What follows belongs to an exercise in optimizing a design on an open flow for small area; a production flow would make more cautious choices. In this exercise RTL edits were held to simulation tests only and were not proved equivalent to the original. No activity file was given, so power comes from the tool's default toggle rates.

== the previous run ==
==> flow/design.v (excerpt) <==
module fir(
	out,
	x,
	clk,
	rest
	);
output [34:0] out;
input         rest;
input  [15:0] x;
input         clk;
reg  [15:0] r0, r1, r2, r3, r4, r5, r6, r7, r8, r9, r10, r11, r12, r13;
reg  [15:0] p;
reg  [2:0]  n;           
reg         z;           
reg  [2:0]  q;           
reg  [24:0] ra;
reg  [6:0] rb;
reg         rc;
wire lu_x0 = ra[15] ^ rb[0];
wire lu_s0 = lu_x0 ^ rc;
wire lu_g0 = (ra[15] & rb[0]) | (lu_x0 & rc);
wire lu_p0 = 1'b0;
wire lu_p1 = ra[16] ^ 1'b0;
wire lu_g1 = ra[16] & 1'b0;
wire lu_p2 = ra[17] ^ rb[1];
wire lu_g2 = ra[17] & rb[1];
wire lu_p3 = ra[18] ^ rb[2];
wire lu_g3 = ra[18] & rb[2];
wire lu_p4 = ra[19] ^ 1'b0;
wire lu_g4 = ra[19] & 1'b0;
wire lu_p5 = ra[20] ^ rb[3];
wire lu_g5 = ra[20] & rb[3];
wire lu_p6 = ra[21] ^ rb[4];
wire lu_g6 = ra[21] & rb[4];
wire lu_p7 = ra[22] ^ 1'b0;
wire lu_g7 = ra[22] & 1'b0;
wire lu_p8 = ra[23] ^ rb[5];
  ...
For scale: ~970 cells after synthesis, about 280 flip-flops, ~53 I/O pins, roughly 0.012 mm2 of cells after synthesis.
export LEC_CHECK = 0
export CAP_MARGIN = 20
export CORE_MARGIN = 2
export CORE_UTILIZATION = 65
export CTS_BUF_LIST = sky130_fd_sc_hd__clkbuf_8
export CTS_CLUSTER_DIAMETER = 150
export CTS_CLUSTER_SIZE = 16
export SLEW_MARGIN = 20
export SYNTH_HIERARCHICAL = 1
export SYNTH_MINIMUM_KEEP_SIZE = 0
create_clock -name core_clock -period 6.0 [get_ports {clk}]
standard.sh (not shown) runs the stock make flow with config.mk's settings and CLKGATE_MAP_FILE= SYNTH_SCRIPT=/design/flow/synth_recipe.tcl, a recipe that flattens the netlist after the stock synthesis.
==> flow/flow/run.sh <==
#!/bin/bash
# Own flow: the standard layout (standard.sh, all steps), except that the
# port buffers that global placement inserts (one per input and output port,
# as in the standard flow) are the library's smallest buffer, buf_1.
set -e
export BUFFER_PORTS_ARGS="-buffer_cell sky130_fd_sc_hd__buf_1"
bash standard.sh > standard.log 2>&1
Here is what was changed in the inputs of the current run compared with the previous run.
--- a/flow/design.v
+++ b/flow/design.v
@@ -15,72 +15,23 @@
 input  [15:0] x;
 input         clk;
 reg  [15:0] r0, r1, r2, r3, r4, r5, r6, r7, r8, r9, r10, r11, r12, r13;
 reg  [15:0] p;
 reg  [2:0]  n;           
 reg         z;           
 reg  [2:0]  q;           
 reg  [24:0] ra;
 reg  [6:0] rb;
 reg         rc;
-wire lu_x0 = ra[15] ^ rb[0];
-wire lu_s0 = lu_x0 ^ rc;
-wire lu_g0 = (ra[15] & rb[0]) | (lu_x0 & rc);
-wire lu_p0 = 1'b0;
-wire lu_p1 = ra[16] ^ 1'b0;
-wire lu_g1 = ra[16] & 1'b0;
-wire lu_p2 = ra[17] ^ rb[1];
-wire lu_g2 = ra[17] & rb[1];
-wire lu_p3 = ra[18] ^ rb[2];
-wire lu_g3 = ra[18] & rb[2];
-wire lu_p4 = ra[19] ^ 1'b0;
-wire lu_g4 = ra[19] & 1'b0;
-wire lu_p5 = ra[20] ^ rb[3];
-wire lu_g5 = ra[20] & rb[3];
-wire lu_p6 = ra[21] ^ rb[4];
-wire lu_g6 = ra[21] & rb[4];
-wire lu_p7 = ra[22] ^ 1'b0;
-wire lu_g7 = ra[22] & 1'b0;
-wire lu_p8 = ra[23] ^ rb[5];
-wire lu_g8 = ra[23] & rb[5];
-wire lu_p9 = ra[24] ^ rb[6];
-wire lu_g9 = ra[24] & rb[6];
-wire lu_p10 = 1'b1 ^ 1'b0;
-wire lu_g10 = 1'b1 & 1'b0;
-wire lu_G1 = lu_g1 | (lu_p1 & lu_g0);
-wire lu_G2 = lu_g3 | (lu_p3 & lu_g2);
-wire lu_P2 = lu_p3 & lu_p2;
-wire lu_G3 = lu_g5 | (lu_p5 & lu_g4);
-wire lu_P3 = lu_p5 & lu_p4;
-wire lu_G4 = lu_g7 | (lu_p7 & lu_g6);
-wire lu_P4 = lu_p7 & lu_p6;
-wire lu_G5 = lu_g9 | (lu_p9 & lu_g8);
-wire lu_P5 = lu_p9 & lu_p8;
-wire lu_G6 = lu_G2 | (lu_P2 & lu_G1);
-wire lu_G7 = lu_G4 | (lu_P4 & lu_G3);
-wire lu_P7 = lu_P4 & lu_P3;
-wire lu_G8 = lu_G7 | (lu_P7 & lu_G6);
-wire lu_G9 = lu_G3 | (lu_P3 & lu_G6);
-wire lu_G10 = lu_G5 | (lu_P5 & lu_G8);
-wire lu_fs2, lu_G11;
-fa lu_f2 (.a(ra[17]), .b(rb[1]), .c(lu_G1), .s(lu_fs2), .co(lu_G11));
-wire lu_fs4, lu_G12;
-fa lu_f4 (.a(ra[19]), .b(1'b0), .c(lu_G6), .s(lu_fs4), .co(lu_G12));
-wire lu_fs6, lu_G13;
-fa lu_f6 (.a(ra[21]), .b(rb[4]), .c(lu_G9), .s(lu_fs6), .co(lu_G13));
-wire lu_fs8, lu_G14;
-fa lu_f8 (.a(ra[23]), .b(rb[5]), .c(lu_G8), .s(lu_fs8), .co(lu_G14));
-wire lu_fs10, lu_G15;
-fa lu_f10 (.a(1'b1), .b(1'b0), .c(lu_G10), .s(lu_fs10), .co(lu_G15));
-wire [10:0] lu = {lu_fs10, lu_p9 ^ lu_G14, lu_fs8, lu_p7 ^ lu_G13, lu_fs6, lu_p5 ^ lu_G12, lu_fs4, lu_p3 ^ lu_G11, lu_fs2, lu_p1 ^ lu_g0, lu_s0};
-wire lu_co = lu_G15;
-wire [25:0] l = {lu, ra[14], ra[13], ra[12], ra[11], ra[10], ra[9], ra[8], ra[7], ra[6], ra[5], ra[4], ra[3], ra[2], ra[1], ra[0]};
+wire [25:0] l = {1'b1, ra[24], ra[23], ra[22], ra[21], ra[20], ra[19], ra[18], ra[17], ra[16], ra[15], ra[14], ra[13], ra[12], ra[11], ra[10], ra[9], ra[8], ra[7], ra[6], ra[5], ra[4], ra[3], ra[2], ra[1], ra[0]}
+              + {1'b0, rb[6], rb[5], 1'b0, rb[4], rb[3], 1'b0, rb[2], rb[1], 1'b0, rb[0], 1'b0, 1'b0, 1'b0, 1'b0, 1'b0, 1'b0, 1'b0, 1'b0, 1'b0, 1'b0, 1'b0, 1'b0, 1'b0, 1'b0, 1'b0}
+              + {rc, 15'd0};
 wire [3:0] hi = {4{l[25]}} - {1'b0, q};
 assign out = {hi, {4{l[25]}}, l, 1'b0} & {35{~z}};
 wire [15:0] d7  = (rest && n == 3'd7) ? r6 : 16'd0;
 wire [15:0] d14 = rest ? ~r13 : 16'd0;
 wire t1n_x0 = r8[0] ^ r13[0];
 wire t1n_s0 = t1n_x0 ^ 1'b1;
 wire t1n_g0 = (r8[0] & r13[0]) | (t1n_x0 & 1'b1);
 wire t1n_p0 = 1'b0;
 wire t1n_p1 = r8[1] ^ r13[1];
 wire t1n_g1 = r8[1] & r13[1];
### Flow results
The current run vs. the previous run: number of multi-input combinational cells in the layout climbed about 2.7%; max-slew headroom at the worst pin climbed 3.5 points.
In the flow results for the previous run and the current run, the slew at the pin closest to its max-slew limit is smaller on the current run.
Leakage power summed over all cells for the current run: about 1.9% up relative to the previous run
The current run: full die area is 0.81% higher than what the previous run reported.
Looking at non-clock buffer count in the final layout across the previous run and the current run, the one that comes out higher is the previous run.
Re wire length of the first global-routing pass: the previous run was higher than the current run.
Comparing the previous run with the current run, the required time at the endpoint of the critical path came out essentially unchanged.
Share of post-route cells with drive strength above 1 was higher in the run labelled the current run.

* * *

Another version of the RTL of fir (not shown whole).
For scale: about 1,000 cells after synthesis, about 0.012 mm² of cells after synthesis.
## fir
module fir(
	out,
	x,
	clk,
	rest
	);
output [34:0] out;
input         rest;
input  [15:0] x;
input         clk;
reg  [15:0] r0, r1, r2, r3, r4, r5, r6, r7, r8, r9, r10, r11, r12, r13;
reg  [15:0] p;
reg  [2:0]  n;           
reg         z;           
reg  [2:0]  q;           
reg  [24:0] ra;
reg  [6:0] rb;
reg         rc;
wire [25:0] l = {1'b1, ra[24], ra[23], ra[22], ra[21], ra[20], ra[19], ra[18], ra[17], ra[16], ra[15], ra[14], ra[13], ra[12], ra[11], ra[10], ra[9], ra[8], ra[7], ra[6], ra[5], ra[4], ra[3], ra[2], ra[1], ra[0]}
              + {1'b0, rb[6], rb[5], 1'b0, rb[4], rb[3], 1'b0, rb[2], rb[1], 1'b0, rb[0], 1'b0, 1'b0, 1'b0, 1'b0, 1'b0, 1'b0, 1'b0, 1'b0, 1'b0, 1'b0, 1'b0, 1'b0, 1'b0, 1'b0, 1'b0}
              + {rc, 15'd0};
wire [3:0] hi = {4{l[25]}} - {1'b0, q};
assign out = {hi, {4{l[25]}}, l, 1'b0} & {35{~z}};
wire [15:0] d7  = (rest && n == 3'd7) ? r6 : 16'd0;
wire [15:0] d14 = rest ? ~r13 : 16'd0;
wire t1n_x0 = r8[0] ^ r13[0];
wire t1n_s0 = t1n_x0 ^ 1'b1;
wire t1n_g0 = (r8[0] & r13[0]) | (t1n_x0 & 1'b1);
wire t1n_p0 = 1'b0;
wire t1n_p1 = r8[1] ^ r13[1];
wire t1n_g1 = r8[1] & r13[1];
wire t1n_p2 = r8[2] ^ r13[2];
wire t1n_g2 = r8[2] & r13[2];
wire t1n_p3 = r8[3] ^ r13[3];
wire t1n_g3 = r8[3] & r13[3];
wire t1n_p4 = r8[4] ^ r13[4];
wire t1n_g4 = r8[4] & r13[4];
wire t1n_p5 = r8[5] ^ r13[5];
wire t1n_g5 = r8[5] & r13[5];
wire t1n_p6 = r8[6] ^ r13[6];
wire t1n_g6 = r8[6] & r13[6];
wire t1n_p7 = r8[7] ^ r13[7];
wire t1n_g7 = r8[7] & r13[7];
wire t1n_p8 = r8[8] ^ r13[8];
wire t1n_g8 = r8[8] & r13[8];
wire t1n_p9 = r8[9] ^ r13[9];
wire t1n_g9 = r8[9] & r13[9];
wire t1n_p10 = r8[10] ^ r13[10];
wire t1n_g10 = r8[10] & r13[10];
wire t1n_p11 = r8[11] ^ r13[11];
wire t1n_g11 = r8[11] & r13[11];
wire t1n_p12 = r8[12] ^ r13[12];
wire t1n_g12 = r8[12] & r13[12];
wire t1n_p13 = r8[13] ^ r13[13];
wire t1n_g13 = r8[13] & r13[13];
wire t1n_p14 = r8[14] ^ r13[14];
  ...
export LEC_CHECK = 0
export CAP_MARGIN = 20
export CORE_MARGIN = 2
export CORE_UTILIZATION = 65
export CTS_BUF_LIST = sky130_fd_sc_hd__clkbuf_8
export CTS_CLUSTER_DIAMETER = 150
export CTS_CLUSTER_SIZE = 16
export SLEW_MARGIN = 20
export SYNTH_HIERARCHICAL = 1
export SYNTH_MINIMUM_KEEP_SIZE = 0
create_clock -name core_clock -period 6.0 [get_ports {clk}]
Scripts as last shown in full above: flow/flow/run.sh
Edit:
--- a/flow/design.v
+++ b/flow/design.v
@@ -1,23 +1,22 @@
-module fix_mult (s0, s1, s2, s3, z0, z1, z2, z3, a, b, c);
+module fix_mult (s0, s1, s2, s3, ns1, ns3, z0, z1, z2, z3, a, b, c);
 output c;          
 input  [15:0] s0, s1, s2, s3;
+input  [15:0] ns1, ns3;    
 input  z0, z1, z2, z3;
 output [25:0] a;
 output [25:0] b;
 wire [15:0] ns0 = ~s0;
 wire nz0 = ~z0;
-wire [15:0] ns1 = ~s1;
 wire nz1 = ~z1;
 wire [15:0] ns2 = ~s2;
 wire nz2 = ~z2;
-wire [15:0] ns3 = ~s3;
 wire nz3 = ~z3;
 wire qs0p = ~s0[15] | z0;    
 wire qs1p = ~s1[15] | z1;    
 wire qs1n = s1[15] & ~z1;    
 wire qs2p = ~s2[15] | z2;    
 wire qs3p = ~s3[15] | z3;    
 wire qs3n = s3[15] & ~z3;    
 wire w0, w1;
 fa u1 (.a(s0[2]), .b(s0[0]), .c(ns1[0]), .s(w0), .co(w1));
 wire w2, w3;
@@ -657,21 +656,21 @@
 wire pn_co = pn_G15;
 wire [15:0] t1 = ~t1n;    
 wire [15:0] t3 = ~t3n;    
 wire z0 = p[15]  & ~|p[14:0];
 wire z1 = t1[15] & ~|t1[14:0];
 wire z2 = t2[15] & ~|t2[14:0];
 wire z3 = t3[15] & ~|t3[14:0];
 wire [2:0] qn = z0 + z1 + z2 + z3;
 wire [25:0] an, bn;
 wire cn;
-fix_mult core (.s0(p), .s1(t1), .s2(t2), .s3(t3), .z0(z0), .z1(z1), .z2(z2), .z3(z3), .a(an), .b(bn), .c(cn));
+fix_mult core (.s0(p), .s1(t1), .s2(t2), .s3(t3), .ns1(t1n), .ns3(t3n), .z0(z0), .z1(z1), .z2(z2), .z3(z3), .a(an), .b(bn), .c(cn));
 always @(posedge clk) begin
 	r0  <= x;
 	r1  <= r0;
 	r2  <= r1;
 	r3  <= r2;
 	r4  <= r3;
 	r5  <= r4;
 	r6  <= r5;
 	r7  <= d7;
 	r8  <= ~(rest ? r7  : 16'd0);
Worst setup slack improves by 97 ps.
Synthesized area drops by 0.44%.
Non-clock buffer count climbs by 7.
Via count goes down by about 1.3%.
Flip-flop and latch count is unchanged.
Clock power stays flat.
Total power barely changes.
Final cell count decreases by 0.54%.
Register-to-register slack improved by 97 ps.
Die area went down by about 0.44%.
Clock-buffer cell count does not change.
Routed wire length climbs by about 3.7%.
Utilization stays flat.

==> port drivers added, routing unchanged <==
In the flow no input, the clock included, has a driving cell. The finished layouts below were timed again as built, in two steps. Step 1 (the two cells are an assumption about what drives the block):
set clk [get_ports {clk}]
set_driving_cell -lib_cell sky130_fd_sc_hd__clkbuf_16 $clk
set_driving_cell -lib_cell sky130_fd_sc_hd__buf_2 [delete_from_list [all_inputs] $clk]
Step 2 adds t to the input delays and takes it off the output delays; t is the mean of the earliest and latest rising clock arrival at the registers after step 1. Input paths then give back, and output paths get back, about the clock's delay inside the block. a / b / c = ideal ports / drivers / drivers and shift; a / b = the first two.
run	shift t [ns]	setup WS [ns]	latest minus earliest clock arrival (ns)
the previous run	0.557	0.482 / 0.482 / 0.482	0.034 / 0.034
the current run	0.557	0.356 / 0.356 / 0.356	0.024 / 0.025
the first run of note 2	0.552	0.282 / 0.282 / 0.282	0.029 / 0.029
the second run of note 2	0.552	0.378 / 0.378 / 0.378	0.029 / 0.030
After both steps setup and hold are still met in every run listed.
